Context: an optimization exercise on an open-source flow, tuned for small area, a short achievable clock period and few clock cycles per item. The choices shown serve that exercise and are no tape-out recipe. In this exercise RTL edits were held to simulation tests only and were not proved equivalent to the original. Power figures rest on the tool's default switching activity, not on a simulated workload.

## flow/design.v (module list and top-level ports; edited modules follow where they fit)
// module mul_fa: 4 lines
// module mul_ha: 4 lines
// module mul: 2239 lines
module mul (
    input wire clk,
    input wire reset,
    input wire rd_en,
    input wire wr_en,
    input wire [31:0] wr_data_1,
    input wire [31:0] wr_data_2,
    output wire [63:0] rd_data,
    output reg wr_ready,
    output reg rd_ready,
    output reg rd_val
);
  // ...
==> flow/flow/run.sh <==
#!/bin/bash
set -euo pipefail
MARGIN=7.5
bash standard.sh SETUP_SLACK_MARGIN=$MARGIN \
  "BUFFER_PORTS_ARGS=-buffer_cell sky130_fd_sc_hd__buf_2" \
  finish > standard_flow.log 2>&1
==> flow/standard.sh <==
#!/bin/bash
# synth_recipe.tcl (not shown) runs the flow's synth.tcl, then flattens the netlist and writes it again
# the make line also repeats each setting of config.mk as NAME=value (left out here)
make -C /OpenROAD-flow-scripts/flow DESIGN_CONFIG=/design/flow/config.mk WORK_HOME=/design/flow/orfs CLKGATE_MAP_FILE= SYNTH_SCRIPT=/design/flow/synth_recipe.tcl "${@:-finish}"
==> flow/config.mk <==
export PLATFORM = sky130hd
export DESIGN_NAME = mul
export DESIGN_NICKNAME = mul
export VERILOG_FILES = /design/flow/design.v
export SDC_FILE = /design/flow/constraint.sdc
export NUM_CORES = 4
export LEC_CHECK = 0
export ABC_AREA = 1
export CAP_MARGIN = 5
export CORE_MARGIN = 2
export CORE_UTILIZATION = 40
export CTS_CLUSTER_DIAMETER = 110
export CTS_CLUSTER_SIZE = 22
export SLEW_MARGIN = 5
export SYNTH_HIERARCHICAL = 1
==> flow/constraint.sdc <==
create_clock -name core_clock -period 11.0 [get_ports {clk}]
set_input_delay 2.2000 -clock core_clock [delete_from_list [all_inputs] [get_ports {clk}]]
set_output_delay 2.2000 -clock core_clock [all_outputs]
set_load 0.01 [all_outputs]
==> reports/summary.json, run 1 <==
{
  "syn_inst": 3235,
  "ctsLongestPathBuffers": 3,
  "post_cts_buffers": 8,
  "post-route-cell-area_mm2": 0.03882,
  "fillers": 8235,
  "synth_edf_count": 386,
  "critical_path_arrival_ns": 3.79,
  "synth-adder-area-share_pct": 30.44,
  "cts.root.buffer_cell": "clkbuf_16",
  "grt_pass1_vias": 26860,
  "placed_cells": 4313,
  "diode_insertion_count_for_antenna_repair": 1,
  "flops_and_latches": 392,
  "largest_register_ff_count": 178,
  "dp_worst_setup_slack_ns": 5.704,
  "slew_at_the_pin_closest_to_its_max_slew_limit_ns": 1.467,
  "initialDrtViolationCount": 2887,
  "syn_nets": 3891,
  "critical_path.endpoint_type": "flop",
  "number_of_antenna_violations_at_the_first_check_in_global_routing": 1,
  "max_slew_margin_pct": 2.055,
  "average_wire_per_standard_cell_um": 25.42,
  "power.density_mw_per_mm2": 356.8,
  "ys_seq_elements": 392,
  "clock_sink_count": 392,
  "ys_async_sr_fraction_pct": 0,
  "gr-max-usage-layer": "met2",
  "cts_htree_levels": 1,
  "inverters_excl_clock": 196,
  "place.port_buffers": 134,
  "grt_start_max_net_pins": 81,
  "crit_path_frequent_cell": "fa_1",
  "synth_cell_types": 34,
  "outcome": "timing/DRC/antenna clean",
  "clock_power_uw": 924,
  "period_share_pct": 31.66,
  "grtUsageMet3_pct": 6.889
}
Testbench counts, summed over its fixed seeds: cycles 536, items 512.
==> run 2: changes to the inputs <==
--- a/flow/config.mk
+++ b/flow/config.mk
@@ -8,8 +8,8 @@
 export ABC_AREA = 1
-export CAP_MARGIN = 5
+export CAP_MARGIN = 20
 export CORE_MARGIN = 2
 export CORE_UTILIZATION = 40
-export CTS_CLUSTER_DIAMETER = 110
-export CTS_CLUSTER_SIZE = 22
-export SLEW_MARGIN = 5
+export CTS_CLUSTER_DIAMETER = 100
+export CTS_CLUSTER_SIZE = 20
+export SLEW_MARGIN = 20
 export SYNTH_HIERARCHICAL = 1
==> run 2 against run 1 <==
Against the previous run:
- non-clock buffer count up 9
- critical path depth stayed put
- clock skew up 0.0014 ns
- worst hold slack worse by 0.0029 ns
- core utilization is 0.13 points higher
- register-to-register slack about the same
- total power rose by 1.1%
- global-route usage decreased by 0.068 points
- synthesized cell count did not move
- critical endpoint is now cs2[81]
- largest cell class unchanged
- largest power group unchanged
==> reports/summary.json, run 2 <==
{
  "outcome": {"value": "timing/DRC/antenna clean", "change": "unchanged"},
  "ioPinCount": {"value": 135, "change": "unchanged"},
  "design.die.area": {"value": 0.09199, "unit": "mm^2", "change": "unchanged"},
  "clock_sink_count": {"value": 392, "change": "unchanged"},
  "synth_cell_types": {"value": 34, "change": "unchanged"},
  "numCtsBuffers": {"value": 24, "change": "was 23"},
  "ctsLongestPathBuffers": {"value": 3, "change": "unchanged"},
  "cts_htree_levels": {"value": 1, "change": "unchanged"},
  "average_wire_per_standard_cell": {"value": 25.27, "unit": "um", "change": "was 25.42 um"},
  "maximum_clock_rate": {"value": 286.4, "unit": "MHz", "change": "was 287.1 MHz"},
  "grt_pass1_vias": {"value": 27020, "change": "was 26860"},
  "cellLeakagePower": {"value": 15.71, "unit": "nW", "change": "was 15.62 nW"},
  "period_minus_slack": {"value": 3.491, "unit": "ns", "change": "was 3.483 ns"},
  "registers.top_by_ff_count": {"value": "cs2", "change": "unchanged"},
  "terminus_of_the_critical_flop_to_flop_path": {"value": "cs2[81]", "change": "was cs2[69]"},
  "drv.max_cap_violation_count": {"value": 0, "change": "unchanged"},
  "netlist_area": {"value": 0.03583, "unit": "mm^2", "change": "unchanged"},
  "final_hold_viol_count": {"value": 0, "change": "unchanged"},
  "clock_transition_at_the_register_clock_pins_on_the_worst_setup_and_hold_paths_after_cts": {"value": 0.09, "unit": "ns", "change": "about the same"},
  "synth_edf_count": {"value": 386, "change": "unchanged"},
  "num_rows": {"value": 109, "change": "unchanged"},
  "ys_seq_elements": {"value": 392, "change": "unchanged"},
  "period_share": {"value": 31.74, "unit": "%", "change": "was 31.66%"},
  "cts_tree": {"value": "yes", "change": "unchanged"},
  "grt_first_pass_wirelength": {"value": 166700, "unit": "um", "change": "was 167400 um"},
  "drive_above_1_share": {"value": 11.33, "unit": "%", "change": "was 11.20%"},
  "clock_latency_late_sink": {"value": 0.61, "unit": "ns", "change": "was 0.60 ns"},
  "drt-vias-per-instance": {"value": 5.949, "change": "was 5.940"},
  "remaining_global_route_overflow": {"value": 0, "change": "unchanged"},
  "place.port_buffers": {"value": 134, "change": "unchanged"},
  "placement.cell_area": {"value": 0.03746, "unit": "mm^2", "change": "was 0.03744 mm^2"},
  "post-dp-hpwl": {"value": 64490, "unit": "um", "change": "was 64470 um"},
  "critical_path_required": {"value": 11.36, "unit": "ns", "change": "was 11.31 ns"},
  "synth.most_common_cell": {"value": "xor2_1", "change": "unchanged"},
  "slew_at_the_pin_closest_to_its_max_slew_limit": {"value": 1.034, "unit": "ns", "change": "was 1.467 ns"},
  "number_of_nets_in_the_layout": {"value": 3857, "change": "was 3850"},
  "post-route-cell-area": {"value": 0.03894, "unit": "mm^2", "change": "was 0.03882 mm^2"},
  "timing.hold.worst_path_depth": {"value": 2, "change": "unchanged"},
  "number_of_antenna_violations_at_the_first_check_in_global_routing": {"value": 1, "change": "unchanged"},
  "ys_async_sr_fraction": {"value": 0, "unit": "%", "change": "unchanged"},
  "detail_route.drc_violations": {"value": 0, "change": "unchanged"},
  "dominantRegCellSynth": {"value": "edfxtp_1", "change": "unchanged"},
  "setup_tns": {"value": 0, "unit": "ns", "change": "unchanged"},
  "power.density": {"value": 359.7, "unit": "mW/mm^2", "change": "was 356.8 mW/mm^2"},
  "syn_area_per_cell": {"value": 11.08, "unit": "um^2", "change": "unchanged"},
  "grt_util_all_layers": {"value": 24.02, "unit": "%", "change": "was 24.09%"},
  "die_width": {"value": 303.3, "unit": "um", "change": "unchanged"},
  "skew": {"value": 0.03105, "unit": "ns", "change": "was 0.02963 ns"},
  "worstHoldPathType": {"value": "flop to flop", "change": "unchanged"},
  "r2r_slack": {"value": 7.51, "unit": "ns", "change": "was 7.52 ns"},
  "die-height": {"value": 303.3, "unit": "um", "change": "unchanged"},
  "final_util": {"value": 43.92, "unit": "%", "change": "was 43.80%"},
  "worstReg2RegStart": {"value": "e1_n[2]", "change": "was a1_n[17]"},
  "r2r.worst_path.cells": {"value": 7, "change": "unchanged"},
  "timing_worst_setup_path_type": {"value": "flop to flop", "change": "unchanged"},
  "fin_hold_ws": {"value": 0.4705, "unit": "ns", "change": "was 0.4734 ns"},
  "critical_path_arrival": {"value": 3.85, "unit": "ns", "change": "was 3.79 ns"},
  "initial_core_util": {"value": 40.42, "unit": "%", "change": "unchanged"},
  "initialDrtViolationCount": {"value": 2808, "change": "was 2887"},
  "syn_nets": {"value": 3891, "change": "unchanged"},
  "route.vias.total": {"value": 26050, "change": "was 25970"},
  "syn_inst": {"value": 3235, "change": "unchanged"},
  "main_area_contributors_after_synthesis": {"value": "edfxtp_1 32%, fa_1 26%, xor2_1 13%", "change": "unchanged"},
  "critical_path.endpoint_type": {"value": "flop", "change": "unchanged"},
  "yosysTopAreaCellShare": {"value": 32.35, "unit": "%", "change": "unchanged"},
  "hold_start": {"value": "rd_val", "change": "unchanged"},
  "layout-area-overhead-vs-synth": {"value": 8.667, "unit": "%", "change": "was 8.352%"},
  "largest_registers": {"value": "cs2: 178 flops, p3: 64 flops", "change": "unchanged"},
  "mostFrequentLayoutCells": {"value": "540 x xor2_1, 496 x o22ai_1, 472 x fa_1", "change": "was 540 x xor2_1, 495 x o22ai_1, 470 x fa_1"},
  "path_max_fanout": {"value": 32, "change": "was 33"},
  "largest_register_ff_count": {"value": 178, "change": "unchanged"},
  "yosys_warnings": {"value": 7, "change": "unchanged"},
  "cts.root.buffer_cell": {"value": "clkbuf_16", "change": "unchanged"},
  "final_common_cell": {"value": "xor2_1", "change": "unchanged"},
  "maxSlewViolCount": {"value": 0, "change": "unchanged"},
  "synth_top_area_cell": {"value": "edfxtp_1", "change": "unchanged"},
  "drt_wl_total": {"value": 110700, "unit": "um", "change": "was 111100 um"},
  "report.final.setup_viol": {"value": 0, "change": "unchanged"},
  "ys_top_cells_by_count": {"value": "540 x xor2_1, 496 x o22ai_1, 473 x fa_1", "change": "unchanged"},
  "peakVddDrop": {"value": 0.0003966, "unit": "V", "change": "was 0.0004063 V"},
  "routabilityCongestion": {"value": 0.8742, "change": "unchanged"},
  "max_slew_margin": {"value": 31.05, "unit": "%", "change": "was 2.055%"},
  "rsz0062_at_grt": {"value": "false", "change": "unchanged"},
  "timing.critical_path.from_type": {"value": "flop", "change": "unchanged"},
  "grt_start_max_net_pins": {"value": 81, "change": "unchanged"},
  "yosysSeqAreaShare": {"value": 32.68, "unit": "%", "change": "unchanged"},
  "worstHoldEndpoint": {"value": "rd_val", "change": "unchanged"},
  "route.antenna.remaining_nets": {"value": 0, "change": "unchanged"},
  "dr.pass1.iters": {"value": 6, "change": "unchanged"},
  "coreArea": {"value": 0.08865, "unit": "mm^2", "change": "unchanged"}
}
==> run 2: final cells by class <==
type                       count  area [um^2]
antenna                        1        2.502
tap                         1165         1458
clock inverter                 5        87.58
clock buffer                  33        644.4
fill                        8235        49710
sequential                   392        11720
multi-input combinational   2349        22470
inverter                     196        747.0
timing repair buffer         238         1809
==> run 2: worst max path at each step <==
stage	start	to	slack (ns)	cells past startpoint
6_report	e1_n[2]	cs2[81]	7.51	7
5_1_grt	cs2[133]	p3[58]	7.48	12
4_1_cts	a1_n[4]	cs2[85]	7.50	7
3_5_place_dp	rd_en	cs2[91]	5.70	6
3_3_place_gp	rd_en	cs2[97]	5.76	6
2_1_floorplan	rd_en	wr_ready	6.96	6
==> run 2: per-module statistics from Yosys, one instance, submodules excluded <==
module  flops+latches  times used
mul_fa              0         470
mul_ha              0          40
mul               392           1
==> run 2: logic make-up after synthesis <==
logic type                 share of synthesized area, %
xor gates and xnor gates                          13.42
muxes                                             1.369
DFF                                               32.68
and+or+nand+nor                                   6.418
AOI/OAI and AO/OA                                 10.20
buffers and inverters                             5.468
adders and majority gates                         30.44
==> run 2: routing by layer <==
metal / part of all wire [%] / up-vias / global-route usage [%]
li1: - / 10950 / -
met1: 38 / 12840 / 31.08
met2: 44 / 1809 / 37.10
met3: 13 / 456 / 6.968
met4: 5.5 / 0 / 11.62
met5: 0 / - / 0
==> run 2: through the flow <==
| step | power, mW | cells | worst slack, ns |
|---|---|---|---|
| final | 14.01 | 4379 | 7.509 |
| after global routing | 15.39 | 4378 | 7.483 |
| after CTS | 13.64 | 4370 | 7.503 |
| after detailed placement | 12.30 | 4314 | 5.703 |
| after global placement | 12.12 | 4313 | 5.762 |
| after floorplan | 9.624 | 3235 | 6.958 |
==> run 2: repair_timing <==
action	4_1_cts	5_1_grt
gates cloned	6	2
setup endpoints to repair	324	211
resized for setup	25	86
setup buffers	12	6
pin swaps	3	8
hold buffers	0	0
==> run 2: worst max-delay path, cell delays in order, from the launching register on <==
cell and delay [ns]:
edfxtp_1 0.33, buf_4 0.45, o22ai_1 0.15, xor2_1 0.19, fa_1 0.55, fa_1 0.45
fa_2 0.65, fa_1 0.42
==> run 2: where the power goes <==
part           internal (mW)  switching, mW  leakage [nW]  total (mW)
sequential              2.82          0.207          4.08        3.03
clock                  0.441          0.522         0.354       0.963
combinational           3.97           6.04          11.3        10.0

afterwards: timing with drivers on the ports:
The flow's constraints put no driver on any port. The routed layouts listed below were extracted and timed again, unchanged, in two steps. Step 1, drivers: a clkbuf_16 drives clk and a buf_2 each remaining input, both assumed. Step 2, shift: input delay + t, output delay - t, t = (earliest + latest rising clock arrival at the registers) / 2. This alone moves slack from input paths to output paths. a / b / c = ideal / step 1 / step 2; a / b = the first two.
| run | t, ns | setup slack, ns | hold slack, ns | pins driven straight from the clock port |
|---|---|---|---|---|
| run 1 | 0.655 | 7.517 / 7.517 / 6.969 | 0.473 / 0.473 / 0.473 | 1 |
| run 2 | 0.658 | 7.509 / 7.509 / 7.047 | 0.471 / 0.471 / 0.471 | 1 |
After both steps every run listed still meets setup and hold. For run 1, which loses most, drivers alone change the setup slack by 0.000 ns; drivers and shift together by -0.548 ns.
